This is an optimization exercise on Yosys and OpenROAD, whose aim is small area, a short achievable clock period and few clock cycles, not a production implementation. In this exercise RTL edits were held to simulation tests only and were not proved equivalent to the original.

File: flow/config.mk
export PLATFORM = sky130hd
export DESIGN_NAME = ascon_core_sca
export DESIGN_NICKNAME = ascon_core_sca
export VERILOG_FILES = /design/flow/design.v
export SDC_FILE = /design/flow/constraint.sdc
export NUM_CORES = 4
export LEC_CHECK = 0
export CAP_MARGIN = 30
export CORE_MARGIN = 2
export CORE_UTILIZATION = 28
export GPL_ROUTABILITY_DRIVEN = 1
export GPL_TIMING_DRIVEN = 1
export PLACE_DENSITY = 0.38
export SLEW_MARGIN = 20
export TNS_END_PERCENT = 10
File: flow/constraint.sdc
create_clock -name core_clock -period 11.0 [get_ports {clk}]
set_input_delay 2.2000 -clock core_clock [delete_from_list [all_inputs] [get_ports {clk}]]
set_output_delay 2.2000 -clock core_clock [all_outputs]
set_load 0.01 [all_outputs]
File: flow/design.v
parameter unsigned LANES = 5;
parameter unsigned LANE_BITS = 64;
parameter unsigned KEY_BITS = 128;
parameter logic [63:0] IV_AEAD = 64'h0000000080400c06;
parameter unsigned ROUNDS_A = 12;
parameter unsigned ROUNDS_B = 6;
parameter logic [63:0] IV_HASH = 64'h0000010000400c00;
parameter unsigned CCW = 32;
parameter unsigned CCSW = 32;
parameter logic [3:0] OP_DO_ENC = 4'h0;
parameter logic [3:0] OP_DO_DEC = 4'h1;
parameter logic [3:0] OP_DO_HASH = 4'h2;
parameter logic [3:0] OP_LD_KEY = 4'h3;
parameter logic [3:0] OP_LD_NONCE = 4'h4;
parameter logic [3:0] OP_LD_AD = 4'h5;
parameter logic [3:0] OP_LD_PT = 4'h6;
parameter logic [3:0] OP_LD_CT = 4'h7;
parameter logic [3:0] OP_LD_TAG = 4'h8;
parameter logic [3:0] D_NULL = 4'h0;
parameter logic [3:0] D_NONCE = 4'h1;
parameter logic [3:0] D_AD = 4'h2;   
parameter logic [3:0] D_PTCT = 4'h3;   
parameter logic [3:0] D_TAG = 4'h4;
parameter logic [3:0] D_HASH = 4'h5;
parameter unsigned SBOX_LATENCY = 1;
parameter integer NUM_SHARES = 2;
parameter unsigned UROL = 1;
module dom_and #(parameter W = 64) (
    input  logic [2*W-1:0] a_i,   
    input  logic [2*W-1:0] b_i,   
    output logic [2*W-1:0] x_o    
);
  assign x_o[W-1:0]   = a_i[W-1:0] & b_i[2*W-1:W];
  assign x_o[2*W-1:W] = a_i[2*W-1:W] & b_i[W-1:0];
endmodule
module ascon_aff1 (
    input  logic [639:0] x_i,
    input  logic [  7:0] rc,
    output logic [639:0] a_o
);
  genvar s;
  for (s = 0; s < 2; s++) begin : g_s
    assign a_o[s*320+0*64 +: 64] = x_i[s*320+0*64 +: 64] ^ x_i[s*320+4*64 +: 64];
    assign a_o[s*320+1*64 +: 64] = x_i[s*320+1*64 +: 64];
    assign a_o[s*320+2*64 +: 64] = x_i[s*320+2*64 +: 64] ^ x_i[s*320+1*64 +: 64] ^
                                   ((s == 0) ? {56'd0, rc} : 64'd0);
    assign a_o[s*320+3*64 +: 64] = x_i[s*320+3*64 +: 64];
    assign a_o[s*320+4*64 +: 64] = x_i[s*320+4*64 +: 64] ^ x_i[s*320+3*64 +: 64];
  end
endmodule
module ascon_cross (
    input  logic [639:0] x_i,
    input  logic [  7:0] rc,
    output logic [639:0] c_o
);
  logic [639:0] a;
  ascon_aff1 u_aff1 (.x_i(x_i), .rc(rc), .a_o(a));
  genvar i;
  for (i = 0; i < 5; i++) begin : g_lane
    logic [127:0] c;
    dom_and #(.W(64)) u_and (
        .a_i({a[320+((i+1)%5)*64 +: 64], ~a[((i+1)%5)*64 +: 64]}),
        .b_i({a[320+((i+2)%5)*64 +: 64], a[((i+2)%5)*64 +: 64]}),
        .x_o(c)
    );
    assign c_o[i*64 +: 64]     = c[63:0];
    assign c_o[320+i*64 +: 64] = c[127:64];
  end
endmodule
module asconp (
    input  logic [639:0] x_i,    
    input  logic [639:0] c_i,    
    input  logic [  7:0] rc,     
    output logic [639:0] x_o     
);
  logic [639:0] a, chi;
  ascon_aff1 u_aff1 (.x_i(x_i), .rc(rc), .a_o(a));
  genvar s, i;
  for (s = 0; s < 2; s++) begin : g_s
    for (i = 0; i < 5; i++) begin : g_lane
      logic [63:0] n;
      assign n = (s == 0) ? ~a[s*320+((i+1)%5)*64 +: 64] : a[s*320+((i+1)%5)*64 +: 64];
      assign chi[s*320+i*64 +: 64] = a[s*320+i*64 +: 64] ^ (n & a[s*320+((i+2)%5)*64 +: 64]) ^
                                     c_i[s*320+i*64 +: 64];
    end
    logic [63:0] y0, y1, y2, y3, y4;
    assign y0 = chi[s*320+0*64 +: 64] ^ chi[s*320+4*64 +: 64];
    assign y1 = chi[s*320+1*64 +: 64] ^ chi[s*320+0*64 +: 64];
    assign y2 = chi[s*320+2*64 +: 64];
    assign y3 = chi[s*320+3*64 +: 64] ^ chi[s*320+2*64 +: 64];
    assign y4 = chi[s*320+4*64 +: 64];
    assign x_o[s*320+0*64 +: 64] = y0 ^ {y0[18:0], y0[63:19]} ^ {y0[27:0], y0[63:28]};
    assign x_o[s*320+1*64 +: 64] = y1 ^ {y1[60:0], y1[63:61]} ^ {y1[38:0], y1[63:39]};
    if (s == 0) begin : g_x2
      assign x_o[s*320+2*64 +: 64] = y2 ^ {y2[0], y2[63:1]} ^ {y2[5:0], y2[63:6]};
    end else begin : g_nx2
      assign x_o[s*320+2*64 +: 64] = ~(y2 ^ {y2[0], y2[63:1]} ^ {y2[5:0], y2[63:6]});
    end
    assign x_o[s*320+3*64 +: 64] = y3 ^ {y3[9:0], y3[63:10]} ^ {y3[16:0], y3[63:17]};
    assign x_o[s*320+4*64 +: 64] = y4 ^ {y4[6:0], y4[63:7]} ^ {y4[40:0], y4[63:41]};
  end
endmodule
module ascon_core_sca #(parameter D = NUM_SHARES) (
    input  logic              clk,
    input  logic              rst,
    input  logic [D*CCSW-1:0] key,
    input  logic              key_valid,
    output logic              key_ready,
    input  logic [ D*CCW-1:0] bdi,
    input  logic              bdi_valid,
    output logic              bdi_ready,
    input  logic [       3:0] bdi_type,
    input  logic              bdi_eot,
    input  logic              bdi_eoi,
    input  logic              decrypt,
    input  logic              hash,
    output logic [ D*CCW-1:0] bdo,
    output logic              bdo_valid,
    input  logic              bdo_ready,
    output logic [       3:0] bdo_type,
    output logic              bdo_eot,
    output logic              auth,
    output logic              auth_valid,
    input  logic              auth_ready
);
  localparam logic [319:0] HASH_S0 = 320'h5e8d41f43fad61388605739fcd2fad293697f8352b4c1977dc2f1d954a6561c411044c070e4afff5;
  localparam logic [319:0] HASH_S1 = 320'h6a02e43dea888078c51deabe75d74ec1821d6aeeb399c315579d05a48c6a71c6ff97d4add52d0fc8;
  localparam logic [639:0] HASH_S = {HASH_S1, HASH_S0};
  localparam logic [2:0] F_IDLE = 3'd0, F_NONCE = 3'd1, F_PERM = 3'd2, F_ABS = 3'd3,
                         F_SQZ = 3'd4, F_TAGV = 3'd5;
  localparam logic [2:0] P_INIT = 3'd0, P_AD = 3'd1, P_PT = 3'd2, P_FINAL = 3'd3,
                         P_HASH = 3'd4;
  function automatic integer wo(input integer s, input integer p);
    wo = s * 320 + (p / 2) * 64 + ((p % 2 == 0) ? 32 : 0);
  endfunction
  function automatic logic [7:0] rcon(input logic [3:0] t);
    rcon = {4'hF - t, t};
  endfunction
  logic [639:0] x;            
  logic [639:0] cr;           
  logic [255:0] kr;           
  logic [  3:0] t;            
  logic [2:0] fsm, pk;
  logic [1:0] wc;             
  logic [1:0] seg;            
  logic [1:0] hcnt;           
  logic       sqw;            
  logic       fdec, fhash, feoi, fadeot, dsep;
  logic [1:0] kcnt;           
  logic       kbusy;          
  logic       eng;            
  logic [1:0] eptr;
  logic       aint, rdy, kfree;
  logic [3:0] kwe;            
  logic [1:0] za;             
  logic [1:0] tw;             
  logic       tv_done;        
  logic        ib_v, ib_eot, ib_eoi, ib_hash, ib_dec;
  logic [ 3:0] ib_type;
  logic [63:0] ib_d;
  logic        ib1_v, ib1_eot, ib1_eoi, ib1_hash, ib1_dec;
  logic [ 3:0] ib1_type;
  logic [63:0] ib1_d;
  logic        ov, oe, ov2, oe2;
  logic [ 3:0] ot, ot2;
  logic [63:0] od, od2;
  logic [255:0] kl;
  assign kl = {kr[191:128], kr[255:192], kr[63:0], kr[127:64]};
  logic [639:0] r, xn, cn;
  logic [  3:0] tn;
  asconp i_asconp (.x_i(x), .c_i(cr), .rc(rcon(t)), .x_o(r));
  ascon_cross i_cross (.x_i(xn), .rc(rcon(tn)), .c_o(cn));
  logic lastr, abs_next, fin_direct, abs_cyc, hl, rnd, sqz_rnd;
  logic c_n0, c_h0, c_n, c_ad, c_pt, dual, c_data, cons1, cons2;
  logic l_eot, l_eoi, blk_end, wl;
  logic start12, start6, kx12, kx34, dsep_now, nonce_st;
  logic dx_hi, dx_lo, dec_hi, dec_lo, tg0, tg1;
  logic o_push, o_rhi, o_rlo, o_r6, o_xhi, o_xlo, o_d, o_k, o_t3, o_t4, o_pe;
  logic [3:0] o_xe;
  logic [9:0] w_sr, w_sx, w_sh, w_kx, w_dx;
  localparam integer NDEC = 97;
  logic [NDEC-1:0] dq, dn;
  assign {lastr, abs_next, fin_direct, abs_cyc, hl, rnd, sqz_rnd,
          c_n0, c_h0, c_n, c_ad, c_pt, dual, c_data, cons1, cons2,
          l_eot, l_eoi, blk_end, wl, start12, start6, kx12, kx34, dsep_now, nonce_st,
          dx_hi, dx_lo, dec_hi, dec_lo, tg0, tg1, w_sr, w_sx, w_sh, w_kx, w_dx,
          o_push, o_rhi, o_rlo, o_r6, o_xhi, o_xlo, o_xe, o_d, o_k, o_t3, o_t4, o_pe} = dq;
  always_comb begin
    if (start6) tn = 4'd6;
    else if (start12 | lastr) tn = 4'd0;
    else if (rnd) tn = t + 4'd1;
    else tn = t;
  end
  logic [63:0] d_hi, d_lo;
  assign d_hi = ib_d;
  assign d_lo = (dual | tg1) ? ib1_d : ib_d;
  always_comb begin
    for (int p = 0; p < 10; p++) begin
      logic sr, sx, sh, kx, dx;
      sr = w_sr[p];
      sx = w_sx[p];
      sh = w_sh[p];
      kx = w_kx[p];
      dx = w_dx[p];
      for (int s = 0; s < 2; s++) begin
        logic [31:0] w;
        w = ({32{sr}} & r[wo(s, p) +: 32]) | ({32{sx}} & x[wo(s, p) +: 32]) |
            ({32{sh}} & HASH_S[wo(s, p) +: 32]);
        if (p >= 2) w = w ^ ({32{kx}} & kl[s*128 + wo(0, p) - ((p < 6) ? 64 : 192) +: 32]);
        if ((p == 1) | (p == 7)) w = w ^ ({32{dx}} & d_lo[s*32 +: 32]);
        else w = w ^ ({32{dx}} & d_hi[s*32 +: 32]);
        if ((s == 0) & (p == 0)) w = w ^ ({32{nonce_st}} & IV_AEAD[31:0]);
        if ((s == 0) & (p == 1)) w = w ^ ({32{nonce_st}} & IV_AEAD[63:32]);
        if (p == 0) w[31] = w[31] ^ fin_direct;
        if ((s == 0) & (p == 9)) w[0] = w[0] ^ dsep_now;
        xn[wo(s, p) +: 32] = w;
      end
    end
  end
  logic cap, cap_tv, ktake;
  assign cap = bdi_valid & rdy & ((bdi_type != D_PTCT) | bdo_ready) & ((fsm != F_TAGV) | tv_done);
  assign cap_tv = bdi_valid & rdy & (fsm == F_TAGV) & !tv_done & (bdi_type == D_TAG);
  assign ktake = key_valid & kfree;
  logic [31:0] tv_st;
  logic        tv_eq;
  always_comb begin
    tv_st = 32'd0;
    for (int w = 0; w < 4; w++)
      if (tw == w) tv_st = x[wo(0, 6 + w) +: 32] ^ x[wo(1, 6 + w) +: 32];
    tv_eq = ((bdi[31:0] ^ bdi[63:32]) == tv_st);
  end
  logic tv_z;
  assign tv_z = (!za[0] | ((x[wo(0, 6) +: 32] ^ x[wo(1, 6) +: 32]) == 32'd0)) &
                (!za[1] | ((x[wo(0, 7) +: 32] ^ x[wo(1, 7) +: 32]) == 32'd0));
  logic        push, push2;
  logic [63:0] pd, pd2;
  logic [ 3:0] pty;
  logic        pe, pe2;
  always_comb begin
    for (int s = 0; s < 2; s++) begin
      logic [31:0] rw, xw, mw;
      rw = ({32{o_rhi}} & r[wo(s, 0) +: 32]) | ({32{o_rlo}} & r[wo(s, 1) +: 32]) |
           ({32{o_r6}} & r[wo(s, 6) +: 32]);
      xw = ({32{o_xhi}} & x[wo(s, 0) +: 32]) | ({32{o_xlo}} & x[wo(s, 1) +: 32]);
      for (int w = 0; w < 4; w++) xw = xw | ({32{o_xe[w]}} & x[wo(s, 6 + w) +: 32]);
      mw = ({32{o_d}} & ib_d[s*32 +: 32]) | ({32{o_k}} & kr[s*128 + 96 +: 32]);
      pd[s*32 +: 32] = rw ^ (xw ^ mw);
      pd2[s*32 +: 32] = (rnd ? r[wo(s, 1) +: 32] : x[wo(s, 1) +: 32]) ^ ib1_d[s*32 +: 32];
    end
    push = o_push;
    push2 = c_pt & dual;
    pty = o_t3 ? D_PTCT : o_t4 ? D_TAG : D_HASH;
    pe = o_pe;
    pe2 = ib1_eot;
  end
  logic [2:0] fsm_n, pk_n;
  logic [1:0] wc_n, seg_n, hcnt_n, kcnt_n, eptr_n;
  logic sqw_n, fdec_n, fhash_n, feoi_n, fadeot_n, dsep_n, kbusy_n, eng_n, aint_n;
  logic [1:0] za_n, tw_n;
  logic tv_done_n;
  logic auth_n, auth_valid_n, ov_n, ov2_n;
  logic rdy_n;
  logic ib_v_n, ib1_v_n;
  always_comb begin
    fsm_n = fsm;
    pk_n = pk;
    wc_n = wc;
    seg_n = seg;
    hcnt_n = hcnt;
    kcnt_n = kcnt;
    eptr_n = eptr;
    sqw_n = sqw;
    fdec_n = fdec;
    fhash_n = fhash;
    feoi_n = feoi;
    fadeot_n = fadeot;
    dsep_n = dsep;
    kbusy_n = kbusy;
    eng_n = eng;
    aint_n = aint;
    za_n = za;
    auth_n = auth;
    auth_valid_n = auth_valid;
    tw_n = tw;
    tv_done_n = tv_done & (fsm != F_TAGV);
    if (cap_tv) begin
      tw_n = tw + 2'd1;
      aint_n = aint & tv_eq & tv_z;
      if (tw == 2'd3) begin
        auth_valid_n = 1'b1;
        auth_n = aint & tv_eq & tv_z;
        tv_done_n = 1'b1;
      end
    end
    if (eng & !ov2) begin
      eptr_n = eptr + 2'd1;
      if (eptr == 2'd3) eng_n = 1'b0;
    end
    case (fsm)
      F_IDLE: begin
        if (c_n0) begin
          fsm_n = F_NONCE;
          wc_n = 2'd1;
          fdec_n = ib_dec;
          fhash_n = 1'b0;
          feoi_n = 1'b0;
          fadeot_n = 1'b0;
          seg_n = 2'd0;
          dsep_n = 1'b1;
          kbusy_n = 1'b1;
        end else if (c_h0) begin
          fdec_n = 1'b0;
          fhash_n = 1'b1;
          feoi_n = l_eoi;
          fadeot_n = l_eot;
          hcnt_n = 2'd0;
        end
      end
      F_NONCE: begin
        if (c_n) begin
          wc_n = wc + 2'd1;
          if (wc == 2'd3) begin
            feoi_n = ib_eoi;
            fsm_n = F_PERM;
            pk_n = P_INIT;
          end
        end
      end
      F_SQZ: begin
        if (!ov2) begin
          sqw_n = 1'b1;
          if (sqw) begin
            sqw_n = 1'b0;
            if (hcnt == 2'd3) fsm_n = F_IDLE;
            else begin
              hcnt_n = hcnt + 2'd1;
              fsm_n = F_PERM;
              pk_n = P_HASH;
            end
          end
        end
      end
      F_TAGV: begin
        if (tv_done) fsm_n = F_IDLE;
      end
      default: ;
    endcase
    if (lastr) begin
      if (abs_next) begin
        fsm_n = F_ABS;
        wc_n = 2'd0;
      end else if (pk == P_FINAL) begin
        kbusy_n = 1'b0;
        if (fdec) begin
          fsm_n = F_TAGV;
          za_n = {tg1, tg0};
          tw_n = {tg1, tg0 & !tg1};
          aint_n = 1'b1;
        end else begin
          fsm_n = F_IDLE;
          eng_n = 1'b1;
          eptr_n = ov2 ? 2'd0 : 2'd1;
        end
      end else if (pk == P_HASH) begin
        fsm_n = F_SQZ;
        sqw_n = !ov2;
      end else begin
        fsm_n = F_PERM;   
        pk_n = P_FINAL;
        dsep_n = 1'b0;
      end
    end
    if (c_ad) begin
      fadeot_n = l_eot;
      feoi_n = feoi | l_eoi;
      seg_n = l_eot ? 2'd2 : 2'd1;
      if (fhash & l_eot) hcnt_n = 2'd0;
    end
    if (c_ad | c_h0) pk_n = fhash_n ? P_HASH : P_AD;
    if (c_pt) begin
      seg_n = 2'd2;
      dsep_n = 1'b0;
      pk_n = l_eot ? P_FINAL : P_PT;
    end
    if (c_data) begin
      if (blk_end) begin
        fsm_n = F_PERM;
        wc_n = 2'd0;
      end else begin
        fsm_n = F_ABS;
        wc_n = 2'd1;
      end
    end
    ib_v_n = cons2 ? 1'b0 : cons1 ? ib1_v : ib_v;
    ib1_v_n = (cons1 | cons2) ? 1'b0 : ib1_v;
    if (cap) begin
      if (ib_v_n) ib1_v_n = 1'b1;
      else ib_v_n = 1'b1;
    end
    if (cap | ktake) auth_valid_n = 1'b0;
    if (ktake) kcnt_n = kcnt + 2'd1;
    ov_n = ov;
    ov2_n = ov2;
    if (!ov | bdo_ready) begin
      ov_n = ov2 | push;
      ov2_n = push2;
    end else if (push) begin
      ov2_n = 1'b1;
    end
  end
  logic dn_cons;
  assign dn_cons = rst ? 1'b0 : bdo_ready ? (dn_p[82] | dn_p[81]) : (dn_q[82] | dn_q[81]);
  assign rdy_n = (fsm_n == F_TAGV) |
                 ((!ib1_v_n | dn_cons) &
                  !((fsm_n == F_PERM) & (pk_n == P_FINAL) & fdec_n & (tn >= 4'd10)));
  logic [3:0] ib_type_n, ib1_type_n;
  logic ib_hash_n, ib_eot_n, ib_eoi_n, ib1_eot_n, ib1_eoi_n;
  always_comb begin
    ib_type_n = ib_type;
    ib_hash_n = ib_hash;
    ib_eot_n = ib_eot;
    ib_eoi_n = ib_eoi;
    if (ib_ld_cap) begin
      ib_type_n = bdi_type;
      ib_hash_n = hash;
      ib_eot_n = bdi_eot;
      ib_eoi_n = bdi_eoi;
    end else if (ib_ld_shift) begin
      ib_type_n = ib1_type;
      ib_hash_n = ib1_hash;
      ib_eot_n = ib1_eot;
      ib_eoi_n = ib1_eoi;
    end
    ib1_type_n = ib1_ld_cap ? bdi_type : ib1_type;
    ib1_eot_n = ib1_ld_cap ? bdi_eot : ib1_eot;
    ib1_eoi_n = ib1_ld_cap ? bdi_eoi : ib1_eoi;
  end
  logic       dnc_v, dnc1_v, dnc_hash, dnc_eot, dnc_eoi, dnc1_eot, dnc1_eoi;
  logic [3:0] dnc_type, dnc1_type;
  logic       shift_nc;
  assign shift_nc = cons1 & !cons2 & ib1_v;
  assign dnc_v = cons2 ? 1'b0 : cons1 ? ib1_v : ib_v;
  assign dnc1_v = (cons1 | cons2) ? 1'b0 : ib1_v;
  assign dnc_type = shift_nc ? ib1_type : ib_type;
  assign dnc_hash = shift_nc ? ib1_hash : ib_hash;
  assign dnc_eot = shift_nc ? ib1_eot : ib_eot;
  assign dnc_eoi = shift_nc ? ib1_eoi : ib_eoi;
  assign dnc1_type = ib1_type;
  assign dnc1_eot = ib1_eot;
  assign dnc1_eoi = ib1_eoi;
  logic ovp_n, ov2p_n, ovq_n, ov2q_n;
  assign ovp_n = ov2 | push;
  assign ov2p_n = push2;
  assign ovq_n = ov ? ov : (ov2 | push);
  assign ov2q_n = ov ? (ov2 | push) : push2;
  logic [NDEC-1:0] dn_p, dn_q, dn_r;
  ascon_dec i_dec_p (
      .fsm(fsm_n), .t(tn), .pk(pk_n), .feoi(feoi_n), .fadeot(fadeot_n), .fhash(fhash_n),
      .fdec(fdec_n), .seg(seg_n), .eng(eng_n), .eptr(eptr_n), .ov(ovp_n), .ov2(ov2p_n),
      .wc(wc_n), .ib_v(dnc_v), .ib_type(dnc_type), .ib_hash(dnc_hash), .ib_eot(dnc_eot),
      .ib_eoi(dnc_eoi), .ib1_v(dnc1_v), .ib1_type(dnc1_type), .ib1_eot(dnc1_eot),
      .ib1_eoi(dnc1_eoi), .sqw(sqw_n), .hcnt(hcnt_n), .dsep(dsep_n), .d_o(dn_p)
  );
  ascon_dec i_dec_q (
      .fsm(fsm_n), .t(tn), .pk(pk_n), .feoi(feoi_n), .fadeot(fadeot_n), .fhash(fhash_n),
      .fdec(fdec_n), .seg(seg_n), .eng(eng_n), .eptr(eptr_n), .ov(ovq_n), .ov2(ov2q_n),
      .wc(wc_n), .ib_v(dnc_v), .ib_type(dnc_type), .ib_hash(dnc_hash), .ib_eot(dnc_eot),
      .ib_eoi(dnc_eoi), .ib1_v(dnc1_v), .ib1_type(dnc1_type), .ib1_eot(dnc1_eot),
      .ib1_eoi(dnc1_eoi), .sqw(sqw_n), .hcnt(hcnt_n), .dsep(dsep_n), .d_o(dn_q)
  );
  ascon_dec i_dec_r (
      .fsm(F_IDLE), .t(4'd0), .pk(3'd0), .feoi(1'b0), .fadeot(1'b0), .fhash(1'b0),
      .fdec(1'b0), .seg(2'd0), .eng(1'b0), .eptr(2'd0), .ov(1'b0), .ov2(1'b0),
      .wc(2'd0), .ib_v(1'b0), .ib_type(4'd0), .ib_hash(1'b0), .ib_eot(1'b0),
      .ib_eoi(1'b0), .ib1_v(1'b0), .ib1_type(4'd0), .ib1_eot(1'b0),
      .ib1_eoi(1'b0), .sqw(1'b0), .hcnt(2'd0), .dsep(1'b0), .d_o(dn_r)
  );
  assign dn = rst ? dn_r : bdo_ready ? dn_p : dn_q;
  logic ib_ld_cap, ib_ld_shift, ib1_ld_cap;
  assign ib_ld_shift = cons1 & !cons2 & ib1_v;
  assign ib_ld_cap = cap & !(cons2 ? 1'b0 : cons1 ? ib1_v : ib_v);
  assign ib1_ld_cap = cap & (cons2 ? 1'b0 : cons1 ? ib1_v : ib_v);
  always_ff @(posedge clk) begin
    x <= xn;
    cr <= cn;
    dq <= dn;
    t <= tn;
    fsm <= rst ? F_IDLE : fsm_n;
    pk <= pk_n;
    wc <= wc_n;
    seg <= seg_n;
    hcnt <= hcnt_n;
    kcnt <= rst ? 2'd0 : kcnt_n;
    eptr <= eptr_n;
    sqw <= sqw_n;
    fdec <= fdec_n;
    fhash <= fhash_n;
    feoi <= feoi_n;
    fadeot <= fadeot_n;
    dsep <= dsep_n;
    kbusy <= !rst & kbusy_n;
    eng <= !rst & eng_n;
    aint <= aint_n;
    za <= za_n;
    kfree <= rst | !kbusy_n;
    kwe <= rst ? 4'b0001 : {4{!kbusy_n}} & (4'b0001 << kcnt_n);
    auth <= auth_n;
    auth_valid <= !rst & auth_valid_n;
    ib_v <= !rst & ib_v_n;
    ib1_v <= !rst & ib1_v_n;
    rdy <= rst | rdy_n;
    ov <= !rst & ov_n;
    ov2 <= !rst & ov2_n;
    tw <= tw_n;
    tv_done <= !rst & tv_done_n;
    if (ib_ld_cap) begin
      ib_d <= bdi;
      ib_type <= bdi_type;
      ib_eot <= bdi_eot;
      ib_eoi <= bdi_eoi;
      ib_hash <= hash;
      ib_dec <= decrypt;
    end else if (ib_ld_shift) begin
      ib_d <= ib1_d;
      ib_type <= ib1_type;
      ib_eot <= ib1_eot;
      ib_eoi <= ib1_eoi;
      ib_hash <= ib1_hash;
      ib_dec <= ib1_dec;
    end
    if (ib1_ld_cap) begin
      ib1_d <= bdi;
      ib1_type <= bdi_type;
      ib1_eot <= bdi_eot;
      ib1_eoi <= bdi_eoi;
      ib1_hash <= hash;
      ib1_dec <= decrypt;
    end
    for (int w = 0; w < 4; w++) begin
      if (key_valid & kwe[w]) begin
        kr[(3-w)*32 +: 32] <= key[31:0];
        kr[128+(3-w)*32 +: 32] <= key[63:32];
      end
    end
    if (!ov | bdo_ready) begin
      if (ov2) begin
        od <= od2;
        ot <= ot2;
        oe <= oe2;
      end else if (push) begin
        od <= pd;
        ot <= pty;
        oe <= pe;
      end
      if (push2) begin
        od2 <= pd2;
        ot2 <= D_PTCT;
        oe2 <= pe2;
      end
    end else if (push) begin
      od2 <= pd;
      ot2 <= pty;
      oe2 <= pe;
    end
  end
  assign key_ready = kfree;
  assign bdi_ready = rdy;
  assign bdo = od;
  assign bdo_valid = ov;
  assign bdo_type = ot;
  assign bdo_eot = oe;
endmodule
module ascon_dec (
    input  logic [2:0] fsm,
    input  logic [3:0] t,
    input  logic [2:0] pk,
    input  logic       feoi, fadeot, fhash, fdec,
    input  logic [1:0] seg,
    input  logic       eng,
    input  logic [1:0] eptr,
    input  logic       ov, ov2,
    input  logic [1:0] wc,
    input  logic       ib_v,
    input  logic [3:0] ib_type,
    input  logic       ib_hash, ib_eot, ib_eoi, ib1_v,
    input  logic [3:0] ib1_type,
    input  logic       ib1_eot, ib1_eoi, sqw,
    input  logic [1:0] hcnt,
    input  logic       dsep,
    output logic [96:0] d_o
);
  localparam logic [3:0] D_NONCE = 4'h1, D_AD = 4'h2, D_PTCT = 4'h3, D_TAG = 4'h4;
  localparam logic [2:0] F_IDLE = 3'd0, F_NONCE = 3'd1, F_PERM = 3'd2, F_ABS = 3'd3,
                         F_SQZ = 3'd4, F_TAGV = 3'd5;
  localparam logic [2:0] P_INIT = 3'd0, P_AD = 3'd1, P_PT = 3'd2, P_FINAL = 3'd3,
                         P_HASH = 3'd4;
  logic lastr, abs_next, fin_direct, abs_cyc, hl, rnd, sqz_rnd;
  logic c_n0, c_h0, c_n, c_ad, c_pt, dual, c_data, cons1, cons2;
  logic l_eot, l_eoi, blk_end, wl;
  logic start12, start6, kx12, kx34, dsep_now, nonce_st;
  assign lastr = (fsm == F_PERM) & (t == 4'd11);
  always_comb begin
    case (pk)
      P_INIT:  abs_next = !feoi;
      P_AD:    abs_next = !(fadeot & feoi);
      P_PT:    abs_next = 1'b1;
      P_HASH:  abs_next = !fadeot;
      default: abs_next = 1'b0;
    endcase
  end
  assign fin_direct = lastr & (((pk == P_INIT) & feoi) | ((pk == P_AD) & fadeot & feoi));
  assign abs_cyc = (fsm == F_ABS) | (lastr & abs_next);
  assign hl = (fsm == F_IDLE) & (!eng | ((eptr == 2'd3) & !ov2));
  assign c_n0 = ib_v & (ib_type == D_NONCE) & (fsm == F_IDLE) & (!eng | (eptr != 2'd0) | !ov2);
  assign c_h0 = ib_v & (ib_type == D_AD) & ib_hash & hl;
  assign c_n = ib_v & (ib_type == D_NONCE) & nonce_st &
               (!eng | (eptr > wc) | ((eptr == wc) & !ov2));
  assign c_ad = ib_v & abs_cyc & (ib_type == D_AD) & (fhash | (seg != 2'd2));
  assign c_pt = ib_v & abs_cyc & (ib_type == D_PTCT) & !fhash & (seg != 2'd1) & !ov2;
  assign dual = ib1_v & !ib_eot & ((c_h0 | (c_ad & !wc[0])) & (ib1_type == D_AD) |
                                   (c_pt & !wc[0] & (ib1_type == D_PTCT) & !ov));
  assign c_data = c_h0 | c_ad | c_pt;
  assign cons1 = c_n0 | c_n | c_data | tg0;
  assign cons2 = dual | tg1;
  assign l_eot = dual ? ib1_eot : ib_eot;
  assign l_eoi = dual ? ib1_eoi : ib_eoi;
  assign wl = dual | (wc[0] & !c_h0);
  assign blk_end = wl | l_eot;
  assign sqz_rnd = (fsm == F_SQZ) & sqw & !ov2 & (hcnt != 2'd3);
  assign rnd = (fsm == F_PERM) | sqz_rnd;
  assign nonce_st = (fsm == F_NONCE);
  assign kx12 = nonce_st | fin_direct | (c_pt & l_eot);
  assign kx34 = lastr & ((pk == P_INIT) | (pk == P_FINAL));
  assign dsep_now = (c_pt & dsep) | fin_direct;
  assign start12 = (c_n & (wc == 2'd3)) | ((c_h0 | (c_ad & fhash)) & blk_end) |
                   (c_pt & l_eot) | fin_direct;
  assign start6 = (c_ad & !fhash & blk_end) | (c_pt & !l_eot & wl);
  logic dx_hi, dx_lo, dec_hi, dec_lo, tg0, tg1;
  assign tg0 = lastr & (pk == P_FINAL) & fdec & ib_v & (ib_type == D_TAG);
  assign tg1 = tg0 & ib1_v & (ib1_type == D_TAG);
  assign dx_hi = c_data & (!wc[0] | c_h0);
  assign dx_lo = dual | (c_data & wc[0] & !c_h0);
  assign dec_hi = c_pt & fdec & dx_hi;
  assign dec_lo = c_pt & fdec & dx_lo;
  logic tag0p, dig0p, sqzp, engp;
  logic o_push, o_rhi, o_rlo, o_r6, o_xhi, o_xlo, o_d, o_k, o_t3, o_t4, o_pe;
  logic [3:0] o_xe;
  assign tag0p = lastr & (pk == P_FINAL) & !fdec & !ov2;
  assign dig0p = lastr & (pk == P_HASH) & fadeot & !ov2;
  assign sqzp = (fsm == F_SQZ) & !ov2;
  assign engp = eng & !ov2 & !c_pt & !tag0p & !dig0p & !sqzp;
  assign o_push = c_pt | tag0p | dig0p | sqzp | engp;
  assign o_rhi = (c_pt & rnd & dx_hi) | dig0p;
  assign o_rlo = c_pt & rnd & !dx_hi;
  assign o_r6 = tag0p;
  assign o_xhi = (c_pt & !rnd & dx_hi) | (sqzp & !sqw);
  assign o_xlo = (c_pt & !rnd & !dx_hi) | (sqzp & sqw);
  assign o_xe = {4{engp}} & (4'b0001 << eptr);
  assign o_d = c_pt;
  assign o_k = tag0p;
  assign o_t3 = c_pt;
  assign o_t4 = tag0p | engp;
  assign o_pe = c_pt ? ib_eot : engp ? (eptr == 2'd3) : sqzp & sqw & (hcnt == 2'd3);
  logic [9:0] w_sr, w_sx, w_sh, w_kx, w_dx;
  always_comb begin
    for (int p = 0; p < 10; p++) begin
      logic ldw;
      ldw = ((p == 0) & dec_hi) | ((p == 1) & dec_lo) | ((p == 6) & c_n0) |
            ((p >= 6) & c_n & (wc == p - 6));
      w_sr[p] = rnd & !ldw;
      w_sh[p] = hl & !ldw;
      w_sx[p] = !rnd & !hl & !ldw & !(nonce_st & (p < 6));
      w_kx[p] = ((p >= 2) & (p < 6) & kx12) | ((p >= 6) & kx34);
      w_dx[p] = ((p == 0) & dx_hi) | ((p == 1) & dx_lo) | ((p >= 6) & ldw) |
                ((p == 6) & tg0) | ((p == 7) & tg1);
    end
  end
  assign d_o = {lastr, abs_next, fin_direct, abs_cyc, hl, rnd, sqz_rnd,
                c_n0, c_h0, c_n, c_ad, c_pt, dual, c_data, cons1, cons2,
                l_eot, l_eoi, blk_end, wl, start12, start6, kx12, kx34, dsep_now, nonce_st,
                dx_hi, dx_lo, dec_hi, dec_lo, tg0, tg1, w_sr, w_sx, w_sh, w_kx, w_dx,
                o_push, o_rhi, o_rlo, o_r6, o_xhi, o_xlo, o_xe, o_d, o_k, o_t3, o_t4, o_pe};
endmodule
File: flow/flow/run.sh
#!/bin/bash
# Layout: the standard flow (standard.sh, unchanged synthesis and steps)
# with two optimisation settings changed:
#  - ORFS's timing repair is asked for more setup slack than the clock needs,
#    so that it sizes and buffers the critical paths for a shorter period;
#  - the port buffers that placement inserts on every input and output are
#    buf_4 cells instead of the tool's default pick (a delay cell).
# The clock, constraints and everything else are the standard flow's. make's
# full output goes to make_finish.log in this folder; the tools' own logs
# are under orfs/logs.
set -o pipefail
bash standard.sh SETUP_SLACK_MARGIN=7.25 "BUFFER_PORTS_ARGS=-buffer_cell sky130_fd_sc_hd__buf_4" \
  finish > make_finish.log 2>&1
File: flow/standard.sh
#!/bin/bash
# synth_recipe.tcl (not shown) runs the flow's synth.tcl, then flattens the netlist and writes it again
# the make line also repeats each setting of config.mk as NAME=value (left out here)
make -C /OpenROAD-flow-scripts/flow DESIGN_CONFIG=/design/flow/config.mk WORK_HOME=/design/flow/orfs CLKGATE_MAP_FILE= SYNTH_SCRIPT=/design/flow/synth_recipe.tcl "${@:-finish}"
==> impl_metrics.ini, run 1 <==
[layout]
design_area_mm2 = 0.148
layout_commonest_cell = xnor2_1
ff_latch_area_mm2 = 0.0441
nNetsFinal = 13000
fillCellCount = 43400
layout_common_cells = 2375 x xnor2_1, 1251 x dfxtp_1, 1099 x nand2_1
final_util = 0.349
multi_input_area_mm2 = 0.0758
syn_to_final_growth_pct = 24.0
drive_gt1_frac = 0.183

[yosys]
synthFlopType = dfxtp_1
ys_warn_count = 2
ys_seq_area_frac = 0.368
synth_cell_types = 91
syn-cell-area_mm2 = 0.119
synth_seq_cells = 1924
synth_nets = 12300
synthArstFlopShare = 0
synth_edf_count = 532
syn_inst = 11900
syn_avg_cell_area_um2 = 10.0

[clock_tree]
clk_latency_ns = 1.00
cts_made_buffers = 265
cts_buffer_depth = 4
cts_tree = done
cts_root_buf = clkbuf_16
cts_max_level = 5
cts.sinks = 1924
clk_pin_slew_ns = 0.07

[global_routing]
grt_start_max_net_pins = 91
track_usage = 0.376
grt-ovfl-total = 0
grt_pass1_vias = 96400
grt_pass1_wl_um = 1050000
antenna_found_initial = 111

[worst_setup_path]
critPathKind = register to register
critPathArrivalTime_ns = 5.22
endpoint_kind = register
required_ns = 11.92
crit_path_start_kind = register
worstPathMaxFanout = 6

[detailed_routing]
routed.top_layer = met5
dr.first_iter.drc_count = 15100
drc = 0
drt-met1-wl_um = 332000
wl_met2_um = 345000
vias = 102000
wl_per_cell_um = 45.1
ant_nets = 0
drt-total-wl_um = 839000
viasPerCell = 5.46
wl_met3_um = 83900
drt-pass1-iter-count = 7

[timing]
grt_setup_unrepaired = yes
tightestPinTransition_ns = 1.37
setup_viol = 0
max_freq_mhz = 233
hold_ws_ns = 0.434
period_share = 0.390
max_slew_margin = 0.0861
hold_viol_final = 0
fin_skew_ns = 0.0684
finalCriticalPeriod_ns = 4.29
final_max_slew_viol_count = 0
setup-tns-final_ns = 0

[place]
placed_area_mm2 = 0.133
io_buffers = 213
globalplace.congestion = 1.10
place_hpwl_um = 653000

[floorplanning]
ios = 216
core_mm2 = 0.424
num_rows = 239
start_util = 0.281
die_area_mm2 = 0.431
die_x_um = 657
die_h_um = 657

[min_path]
hp-class = register to register

[job]
drv_cap = 0

[outcome]
status = timing/DRC/antenna clean
==> worst paths after layout <==
kind                            startpoint  endpoint  slack (ns)  cells after the start
worst min register to register      dq[66]     za[0]        0.43                      0
worst max-delay path                x[529]      aint        6.71                     10
worst max register to register      x[529]      aint        6.71                     10
worst min-delay path                dq[66]     za[0]        0.43                      0
==> cell usage after synthesis, drive strengths merged, types with 246 or more instances <==
master | instances | share of area
a22oi | 578 | 0.036
mux2i | 265 | 0.022
ha | 257 | 0.027
inv | 829 | 0.026
nor2 | 611 | 0.019
dfxtp | 1392 | 0.23
edfxtp | 532 | 0.13
clkbuf | 414 | 0.013
xnor2 | 2752 | 0.20
xnor3 | 246 | 0.046
a221oi | 355 | 0.026
xor2 | 1109 | 0.081
nand2 | 1103 | 0.035
==> per-layer routing <==
| layer | vias to the layer above | global-route usage |
|---|---|---|
| li1 | 41200 | - |
| met1 | 52000 | 0.477 |
| met2 | 6551 | 0.543 |
| met3 | 1792 | 0.0963 |
| met4 | 40 | 0.292 |
| met5 | - | 0 |
==> cells by family (layout without fill, tap and decap cells) <==
logic type               Yosys count  after routing  synth area share
XOR/XNOR                        4208           4208             0.351
other                              1            141         0.0000314
buffers and inverters           1329           2258            0.0421
AND/OR/NAND/NOR                 2317           2318            0.0852
multiplexers                     387            387            0.0338
adder cells (fa/ha/maj)          325            325            0.0327
AO/OA/AOI/OAI                   1389           1389            0.0881
flip-flops                      1924           1924             0.368
==> what timing repair did <==
action                                   CTS  global route
buffers inserted                          72            95
cloned                                     2             0
endpoints found under the setup margin  1055           776
pin swaps                                 91           115
gates resized for setup                  448           306
hold buffers                               0             0
==> layout make-up <==
type | instances | area share
inverters | 832 | 0.0212
multi-input cells | 8628 | 0.513
repair buffers | 946 | 0.0575
well taps | 5663 | 0.0479
diodes | 140 | 0.00237
clock buffers | 379 | 0.0532
flip-flops and latches | 1924 | 0.298
clock inverters | 101 | 0.00663
==> critical path: stages, from the launching register on <==
cell and delay, ns:
dfxtp_1 0.49, xor2_1 0.35, nor4_1 0.69, nand4_1 0.61, o21ai_0 0.35, nand3_1 0.25, a211oi_1 0.47, nand4_1 0.22
nor4_2 0.34, buf_4 0.30, a211o_1 0.14
==> per-stage QoR <==
step	instances	setup WS (ns)
3_5_place_dp	17800	5.12
5_1_grt	18600	6.95
3_3_place_gp	17700	5.14
4_1_cts	18400	7.00
2_1_floorplan	11900	6.72
6_report	18600	6.71
==> flip-flops by register name, indices dropped and copies added, names as in the netlist, 3 cells and up <==
register,flops
t,4
fsm,3
ib_type,4
od2,64
ib_d,64
ib1_type,4
dq,62
kwe,4
pk,3
ib1_d,64
ot2,3
cr,640
ot,3
kr,256
od,64
x,640
Testbench counts, summed over its fixed seeds: cycles 19,418.
==> run 2, diff against run 1 <==
--- a/flow/flow/run.sh
+++ b/flow/flow/run.sh
@@ -9,5 +9,5 @@
 # full output goes to make_finish.log in this folder; the tools' own logs
 # are under orfs/logs.
 set -o pipefail
-bash standard.sh SETUP_SLACK_MARGIN=7.25 "BUFFER_PORTS_ARGS=-buffer_cell sky130_fd_sc_hd__buf_4" \
+bash standard.sh SETUP_SLACK_MARGIN=7.3 "BUFFER_PORTS_ARGS=-buffer_cell sky130_fd_sc_hd__buf_4" \
   finish > make_finish.log 2>&1
--- a/flow/config.mk
+++ b/flow/config.mk
@@ -12,4 +12,3 @@
 export GPL_TIMING_DRIVEN = 1
 export PLACE_DENSITY = 0.38
 export SLEW_MARGIN = 20
-export TNS_END_PERCENT = 10
==> impl_metrics.ini, run 2 <==
[outcome]
status = timing/DRC/antenna clean

[detailed_routing]
vias = 102000
ant_nets = 0
drt-pass1-iter-count = 6
viasPerCell = 5.44
dr.first_iter.drc_count = 14700
drc = 0
drt-total-wl_um = 818000
wl_per_cell_um = 43.8

[clock_tree]
clk_latency_ns = 0.98
cts_max_level = 5
cts_root_buf = clkbuf_16
cts_tree = done
clk_pin_slew_ns = 0.06
cts.sinks = 1924
cts_buffer_depth = 4
cts_hold_buf = 0
cts_made_buffers = 262

[yosys]
synth_area_leaders = dfxtp_1 23%, xnor2_1 20%, edfxtp_1 13%, xor2_1 8.1%, xnor3_1 4.6%
yosys.cell_count.top_type = xnor2_1
synth_nets = 12300
syn_inst = 11900
synth_edf_count = 532
syn-cell-area_mm2 = 0.119
synth_seq_cells = 1924
ys_seq_area_frac = 0.368
synth_top_area_frac = 0.234
synthArstFlopShare = 0
synth_cell_types = 91
synthFlopType = dfxtp_1
ys_warn_count = 2
synth_commonest_cells = 2743 x xnor2_1, 1392 x dfxtp_1, 1109 x xor2_1
synth_top_area_cell = dfxtp_1
syn_avg_cell_area_um2 = 10.0

[global_routing]
antenna_found_initial = 114
grt_pass1_vias = 96500
grt_pass1_wl_um = 1030000
grt_start_max_net_pins = 108
track_usage = 0.367
grt-ovfl-total = 0

[place]
place_hpwl_um = 638000
globalplace.congestion = 1.14
place_ws_ns = 5.22
io_buffers = 213

[timing]
final_max_slew_viol_count = 0
finalCriticalPeriod_ns = 4.12
max_slew_margin = 0.155
grt_setup_unrepaired = yes
setup_viol = 0
setup-tns-final_ns = 0
setup_slack_ns = 6.88
hold_viol_final = 0
fin_skew_ns = 0.0557
period_share = 0.375
max_freq_mhz = 243
tightestPinTransition_ns = 1.27

[layout]
syn_to_final_growth_pct = 26.7
layout_common_cells = 2302 x xnor2_1, 1232 x dfxtp_1, 1100 x nand2_1
nNetsFinal = 13100
drive_gt1_frac = 0.205
fillCellCount = 43100
layout_commonest_cell = xnor2_1
multi_input_area_mm2 = 0.0775
top_regs = cr: 640 flops, x: 640 flops, kr: 256 flops
ff_latch_area_mm2 = 0.0442

[job]
drv_cap = 0

[worst_setup_path]
critPathKind = register to register
endpoint_kind = register
r2r_cells = 9
critPathArrivalTime_ns = 4.90
crit_path_start_kind = register
required_ns = 11.78
worstPathMaxFanout = 6
worstReg2RegStart = x[561]
critPathLaunch = x[561]

[floorplanning]
ios = 216
core_mm2 = 0.424
die_h_um = 657
num_rows = 239
start_util = 0.281
die_x_um = 657
die_area_mm2 = 0.431

[min_path]
min-delay-start = dq[66]
whs_path_depth = 0
hp-class = register to register
## run 2: cell counts after synthesis
No cell type changed its count.
## run 2: layer usage
metal  routed length [µm]  vias to the layer above  global-route usage
li1                     -                    41400                   -
met1               321000                    51600               0.461
met2               333000                     6701               0.529
met3                87100                     1752               0.107
met4                76700                       45               0.277
met5                  456                        -             0.00310
## run 2: cell type report
cell class / instances / share of cell area
well taps: 5663 / 0.0469
clock inverters: 96 / 0.00692
flip-flops and latches: 1924 / 0.292
inverters: 832 / 0.0208
multi-input cells: 8629 / 0.513
clock buffers: 379 / 0.0512
diodes: 125 / 0.00207
repair buffers: 1031 / 0.0668
## run 2: final timing paths
path | end | slack, ns
worst max-delay path | auth | 6.88
worst min-delay path | za[0] | 0.45
worst max register to register | auth | 6.88
worst min register to register | za[0] | 0.45
## run 2: cells by family after synthesis
logic type               synth area share
AO/OA/AOI/OAI                      0.0881
XOR/XNOR                            0.351
adder cells (fa/ha/maj)            0.0327
buffers and inverters              0.0421
flip-flops                          0.368
multiplexers                       0.0338
other                           0.0000314
AND/OR/NAND/NOR                    0.0852
## run 2: per-stage QoR
step	cells	utilization	hold WS (ns)	cell area, µm²
6_report	18700	0.356	0.449	151000
5_1_grt	18600	0.356	0.456	151000
4_1_cts	18400	0.349	0.448	148000
3_5_place_dp	17800	0.314	0.435	133000
3_3_place_gp	17700	0.310	0.427	132000
2_1_floorplan	11900	-	0.408	119000
## run 2: repair_timing
item | 4_1_cts | 5_1_grt
cloned | 3 | 1
pin swaps | 205 | 188
setup endpoints to repair | 1147 | 468
resized for setup | 812 | 353
buffers inserted | 164 | 103
## run 2: worst max-delay path, stage by stage, from the launching register on
cell	delay, ns
dfxtp_1	0.55
xor2_2	0.30
nor4_2	0.53
nand4_1	0.70
o21ai_1	0.38
nand3_2	0.22
a211oi_2	0.23
nand4_1	0.29
nor4_2	0.45
buf_6	0.27
==> run 3, diff against run 2 <==
--- a/flow/design.v
+++ b/flow/design.v
@@ -504,7 +504,7 @@
     za <= za_n;
     kfree <= rst | !kbusy_n;
     kwe <= rst ? 4'b0001 : {4{!kbusy_n}} & (4'b0001 << kcnt_n);
-    auth <= auth_n;
+    auth <= auth_q;
     auth_valid <= !rst & auth_valid_n;
     ib_v <= !rst & ib_v_n;
     ib1_v <= !rst & ib1_v_n;
@@ -542,16 +542,10 @@
         kr[128+(3-w)*32 +: 32] <= key[63:32];
       end
     end
+    od <= od_n;
+    ot <= ot_n;
+    oe <= oe_n;
     if (!ov | bdo_ready) begin
-      if (ov2) begin
-        od <= od2;
-        ot <= ot2;
-        oe <= oe2;
-      end else if (push) begin
-        od <= pd;
-        ot <= pty;
-        oe <= pe;
-      end
       if (push2) begin
         od2 <= pd2;
         ot2 <= D_PTCT;
@@ -563,6 +557,18 @@
       oe2 <= pe;
     end
   end
+  logic        o_sel2, o_selp, o_selh;
+  logic [63:0] od_n;
+  logic [ 3:0] ot_n;
+  logic        oe_n, auth_q, a_set;
+  assign o_sel2 = (!ov | bdo_ready) & ov2;
+  assign o_selp = (!ov | bdo_ready) & !ov2 & push;
+  assign o_selh = !(o_sel2 | o_selp);
+  assign od_n = ({64{o_sel2}} & od2) | ({64{o_selp}} & pd) | ({64{o_selh}} & od);
+  assign ot_n = ({4{o_sel2}} & ot2) | ({4{o_selp}} & pty) | ({4{o_selh}} & ot);
+  assign oe_n = (o_sel2 & oe2) | (o_selp & pe) | (o_selh & oe);
+  assign a_set = cap_tv & (tw == 2'd3);
+  assign auth_q = (a_set & aint & tv_eq & tv_z) | (!a_set & auth);
   assign key_ready = kfree;
   assign bdi_ready = rdy;
   assign bdo = od;
--- a/flow/flow/run.sh
+++ b/flow/flow/run.sh
@@ -9,5 +9,5 @@
 # full output goes to make_finish.log in this folder; the tools' own logs
 # are under orfs/logs.
 set -o pipefail
-bash standard.sh SETUP_SLACK_MARGIN=7.3 "BUFFER_PORTS_ARGS=-buffer_cell sky130_fd_sc_hd__buf_4" \
+bash standard.sh SETUP_SLACK_MARGIN=7.35 "BUFFER_PORTS_ARGS=-buffer_cell sky130_fd_sc_hd__buf_4" \
   finish > make_finish.log 2>&1
==> impl_metrics.ini, run 3 <==
[floorplanning]
num_rows = 239
start_util = 0.281
ios = 216
die_x_um = 656
core_mm2 = 0.423
die_area_mm2 = 0.430
die_h_um = 656

[timing]
setup_viol = 0
hold_viol_final = 0
setup-tns-final_ns = 0
grt_setup_unrepaired = yes
max_slew_margin = 0.0522
period_share = 0.357
fin_skew_ns = 0.0610
tightestPinTransition_ns = 1.42
finalCriticalPeriod_ns = 3.93
final_max_slew_viol_count = 0
max_freq_mhz = 255

[layout]
top_regs = cr: 640 flops, x: 640 flops, kr: 256 flops
syn_to_final_growth_pct = 29.9
nNetsFinal = 13500
layout_commonest_cell = xnor2_1
design_area_mm2 = 0.155
drive_gt1_frac = 0.236
final_util = 0.365
layout_common_cells = 2166 x xnor2_1, 1175 x nand2_1, 1148 x dfxtp_1

[min_path]
hp-class = register to register

[clock_tree]
clk_latency_ns = 1.01
clk_pin_slew_ns = 0.06
cts_max_level = 5
cts_tree = done
cts_root_buf = clkbuf_16
cts_made_buffers = 268
cts_buffer_depth = 4
cts.sinks = 1925

[worst_setup_path]
crit_path_cell_trace = buf_6
critPathArrivalTime_ns = 1.73
endpoint_kind = primary output
required_ns = 8.80
critPathBufInv = 1
critPathKind = register to primary output
crit_family = flip-flops
cpMaxStageDelayCell = dfxtp_4
max_stage_delay_ns = 0.55
worstPathMaxFanout = 2
crit_path_start_kind = register

[yosys]
ys_seq_area_frac = 0.363
synth_area_leaders = dfxtp_1 25%, xnor2_1 20%, edfxtp_1 12%, xor2_1 8.3%, xnor3_1 4.4%
synth_nets = 12500
synthFlopType = dfxtp_1
ys_warn_count = 2
syn-cell-area_mm2 = 0.119
synth_edf_count = 463
synth_top_area_cell = dfxtp_1
synthArstFlopShare = 0
synth_cell_types = 87
syn_inst = 12100
syn_avg_cell_area_um2 = 9.85
synth_top_area_frac = 0.246
synth_commonest_cells = 2755 x xnor2_1, 1462 x dfxtp_1, 1183 x nand2_1
yosys.cell_count.top_type = xnor2_1
synth_seq_cells = 1925

[outcome]
status = timing/DRC/antenna clean

[detailed_routing]
wl_per_cell_um = 47.1
ant_nets = 0
drc = 0
viasPerCell = 5.55
vias = 105000
dr.first_iter.drc_count = 15800
drt-pass1-iter-count = 9
drt-total-wl_um = 894000

[global_routing]
grt-ovfl-total = 0
track_usage = 0.401
grt_pass1_wl_um = 1110000
grt_start_max_net_pins = 98
antenna_found_initial = 126
grt_pass1_vias = 98500

[place]
place_hpwl_um = 684000
globalplace.congestion = 1.10
placed_area_mm2 = 0.134
io_buffers = 214

[job]
drv_cap = 0
run 3: changes by cell type after synthesis, sizes merged, moves of 13 or more:
cell	before	now
nand2	1103	1183
dfxtp	1392	1462
edfxtp	532	463
o211ai	10	68
mux2	122	68
o21ai	122	173
xor2	1109	1135
xnor2	2752	2767
clkbuf	414	428
a21oi	140	153
xor3	101	88
run 3: final cells by class:
class                           instances  area (µm²)
Antenna cell                           49         123
Multi-Input combinational cell       8817       79600
Tap cell                             5663        7090
Sequential cell                      1925       43800
Clock buffer                          402        8030
Fill cell                           42800      269000
Clock inverter                         82         733
Timing Repair Buffer                 1217       12200
Inverter                              829        3120
run 3: metal layers:
metal  vias up  GRT usage  share of wire  wire, µm
li1      42300          -              -         -
met3      1742      0.141           0.12    108000
met5         -          0        0.00045       400
met4        40      0.261          0.082     73200
met1     54100      0.528           0.41    366000
met2      7137      0.549           0.39    346000
run 3: timing repair:
action | in CTS | in global routing
cloned | 11 | 0
hold buffers | 0 | 0
pin swaps | 269 | 251
endpoints found under the setup margin | 1225 | 463
gates resized for setup | 1115 | 505
setup buffers | 215 | 172
run 3: path summary, 6_finish.rpt:
| kind | start | to | slack (ns) | depth (start not counted) |
|---|---|---|---|---|
| worst max register to register | x[522] | aint | 7.16 | 11 |
| worst max-delay path | od[59] | bdo[59] | 7.07 | 1 |
| worst min register to register | dq[66] | za[0] | 0.44 | 0 |
| worst min-delay path | dq[66] | za[0] | 0.44 | 0 |
run 3: kinds of logic (layout without fill, tap and decap cells):
family                   after synthesis  after routing  synth area share
other                                  0             49                 0
multiplexers                         326            326            0.0281
AND/OR/NAND/NOR                     2421           2428            0.0895
buffers and inverters               1349           2530            0.0428
AO/OA/AOI/OAI                       1513           1513            0.0946
adder cells (fa/ha/maj)              326            326            0.0328
XOR/XNOR                            4224           4224             0.350
flip-flops                          1925           1925             0.363
run 3: per-stage QoR:
step	std cells	worst slack [ns]	hold WS [ns]
after floorplan	12100	6.89	0.408
after global placement	17900	4.93	0.432
after detailed placement	18100	4.94	0.439
after CTS	18800	7.08	0.444
after global routing	18900	7.09	0.466
final	19000	7.07	0.436
Testbench counts of run 3, summed over its fixed seeds: cycles 19,418.
==> run 4, diff against run 3 <==
--- a/flow/flow/run.sh
+++ b/flow/flow/run.sh
@@ -9,5 +9,5 @@
 # full output goes to make_finish.log in this folder; the tools' own logs
 # are under orfs/logs.
 set -o pipefail
-bash standard.sh SETUP_SLACK_MARGIN=7.35 "BUFFER_PORTS_ARGS=-buffer_cell sky130_fd_sc_hd__buf_4" \
+bash standard.sh SETUP_SLACK_MARGIN=7.1 "BUFFER_PORTS_ARGS=-buffer_cell sky130_fd_sc_hd__buf_4" \
   finish > make_finish.log 2>&1
==> impl_metrics.ini, run 4 <==
[outcome]
status = timing/DRC/antenna clean

[yosys]
synth_mux_area_frac = 0.0281
synth_top_area_cell = dfxtp_1
synth_edf_count = 463
synthArstFlopShare = 0
synth-simple-area-share = 0.0895
synth_cell_types = 87
yosys.cell_count.top_type = xnor2_1
synth_compound_area_frac = 0.0946
synth_top_family_by_area = XOR/XNOR gates
syn_avg_cell_area_um2 = 9.85
synth_top_area_frac = 0.246
synthXorXnorAreaFrac = 0.350
synth_nets = 12500
synth_area_leaders = dfxtp_1 25%, xnor2_1 20%, edfxtp_1 12%, xor2_1 8.3%, xnor3_1 4.4%
syn_inst = 12100
ys_seq_area_frac = 0.363
synthAdderAreaFrac = 0.0328
synthFlopType = dfxtp_1
synth_seq_cells = 1925
syn-cell-area_mm2 = 0.119
synth_commonest_cells = 2755 x xnor2_1, 1462 x dfxtp_1, 1183 x nand2_1
ys_warn_count = 2

[timing]
grt_setup_unrepaired = yes
fin_skew_ns = 0.0579
tightestPinTransition_ns = 1.24
period_share = 0.366
finalCriticalPeriod_ns = 4.02
hold_viol_final = 0
max_freq_mhz = 249
hold_ws_ns = 0.402
setup-tns-final_ns = 0
setup_slack_ns = 6.98
final_max_slew_viol_count = 0
setup_viol = 0
max_slew_margin = 0.169

[detailed_routing]
wl_per_cell_um = 49.3
drc = 0
dr.first_iter.drc_count = 15900
drt-pass1-iter-count = 9
drt-total-wl_um = 927000
vias = 104000
viasPerCell = 5.54
ant_nets = 0

[worst_setup_path]
critPathArrivalTime_ns = 4.70
crit_path_start_kind = register
path_common_cell = xnor2_4
critPathKind = register to register
crit_path_cell_trace = inv_1 > ha_1 > xor2_1 > xnor2_4 > xnor2_4 > xnor3_1 > a222oi_1 > xnor2_4 > o21ai_0
critPathBufInv = 1
required_ns = 11.68
worstPathMaxFanout = 4
cpMaxStageDelayCell = a222oi_1
endpoint_kind = register
crit_family = XOR/XNOR gates
max_stage_delay_ns = 0.65

[floorplanning]
core_mm2 = 0.423
die_h_um = 656
die_x_um = 656
num_rows = 239
die_area_mm2 = 0.430
ios = 216
start_util = 0.281

[layout]
drive_gt1_frac = 0.191
top_regs = cr: 640 flops, x: 640 flops, kr: 256 flops
layout_common_cells = 2274 x xnor2_1, 1315 x dfxtp_1, 1176 x nand2_1
nNetsFinal = 13300
final_util = 0.354
syn_to_final_growth_pct = 25.9
layout_commonest_cell = xnor2_1
instances_no_fill = 18800

[clock_tree]
cts.sinks = 1925
clk_pin_slew_ns = 0.06
cts_max_level = 5
cts_tree = done
clk_latency_ns = 0.99
cts_buffer_depth = 4
cts_made_buffers = 271
cts_root_buf = clkbuf_16

[min_path]
hp-class = register to register

[job]
drv_cap = 0

[place]
dp_cells = 18100
io_buffers = 214
globalplace.congestion = 1.07
place_ws_ns = 5.14
place_hpwl_um = 718000

[global_routing]
grt_pass1_vias = 97800
track_usage = 0.415
grt_start_max_net_pins = 100
grt_pass1_wl_um = 1150000
grt-ovfl-total = 0
antenna_found_initial = 123
-- run 4: cell types whose count changed in the layout (fill, tap and decap cells not counted), sizes merged, moves of 2 or more --
| cell | change |
|---|---|
| buf | -196 |
| bufinv | +12 |
| clkinv | +12 |
| clkbuf | -10 |
| bufbuf | -4 |
| clkinvlp | -4 |
| diode | +2 |
| nand2 | -2 |
-- run 4: what timing repair did --
| action | 4_1_cts | 5_1_grt |
|---|---|---|
| cloned | 5 | 2 |
| gates resized for setup | 513 | 289 |
| endpoints found under the setup margin | 820 | 323 |
| setup buffers | 120 | 52 |
| endpoints found under the hold margin | 0 | 0 |
| hold buffers | 0 | 0 |
| pin swaps | 117 | 96 |
-- run 4: layer usage --
metal | global-route usage | part of all wire
met1 | 0.561 | 0.42
met5 | 0 | 0.00021
met3 | 0.121 | 0.11
met4 | 0.249 | 0.073
met2 | 0.580 | 0.40
-- run 4: final cells by class --
type                    instances  area, µm²
fillers                     43100     274000
multi-input cells            8815      77400
flip-flops and latches       1925      43500
repair buffers               1018       9520
clock buffers                 392       8090
well taps                    5663       7090
inverters                     829       3120
clock inverters               103       1090
diodes                         51        128
-- run 4: final timing paths --
kind / depth (start not counted) / to / from / slack [ns]
setup reg to reg: 9 / od2[60] / x[461] / 6.98
hold / removal: 0 / za[0] / dq[66] / 0.40
setup / recovery: 9 / od2[60] / x[461] / 6.98
hold reg to reg: 0 / za[0] / dq[66] / 0.40
-- run 4: cell families (layout without fill, tap and decap cells) --
group	Yosys count	in the layout
compound gates	1513	1513
buf+inv	1349	2342
simple gates	2421	2426
other cells	0	51
flops	1925	1925
fa+ha+maj	326	326
mux	326	326
xor+xnor	4224	4224
-- run 4: through the flow --
| step | area, µm² |
|---|---|
| after floorplan | 119000 |
| after global placement | 133000 |
| after detailed placement | 134000 |
| after CTS | 148000 |
| after global routing | 150000 |
| final | 150000 |

==> static timing again, ports no longer ideal <==
The results above use ideal ports. As a check the final layouts listed here were re-extracted and re-timed, cells and wires unchanged.
Step 1: set_driving_cell puts a clkbuf_16 on clk and a buf_2 on each other input, an assumption about the parent block.
Step 2 also shifts input and output timing later by t, the mid clock arrival at the registers, as if the neighbouring blocks saw the same clock.
Three values: no drivers, after step 1, after step 2; two values: the first two.
| run | t, ns | slack for setup (ns) | worst setup path at the end |
|---|---|---|---|
| run 1 | 1.097 | 6.707 / 6.707 / 6.016 | input to register |
| run 2 | 1.076 | 6.880 / 6.880 / 5.985 | input to register |
| run 3 | 1.119 | 7.074 / 6.937 / 6.228 | input to register |
| run 4 | 1.090 | 6.977 / 6.860 / 6.186 | input to register |
After both steps setup and hold are still met in every run listed. For run 2, which loses most, drivers alone change the setup slack by 0.000 ns; drivers and shift together by -0.895 ns.
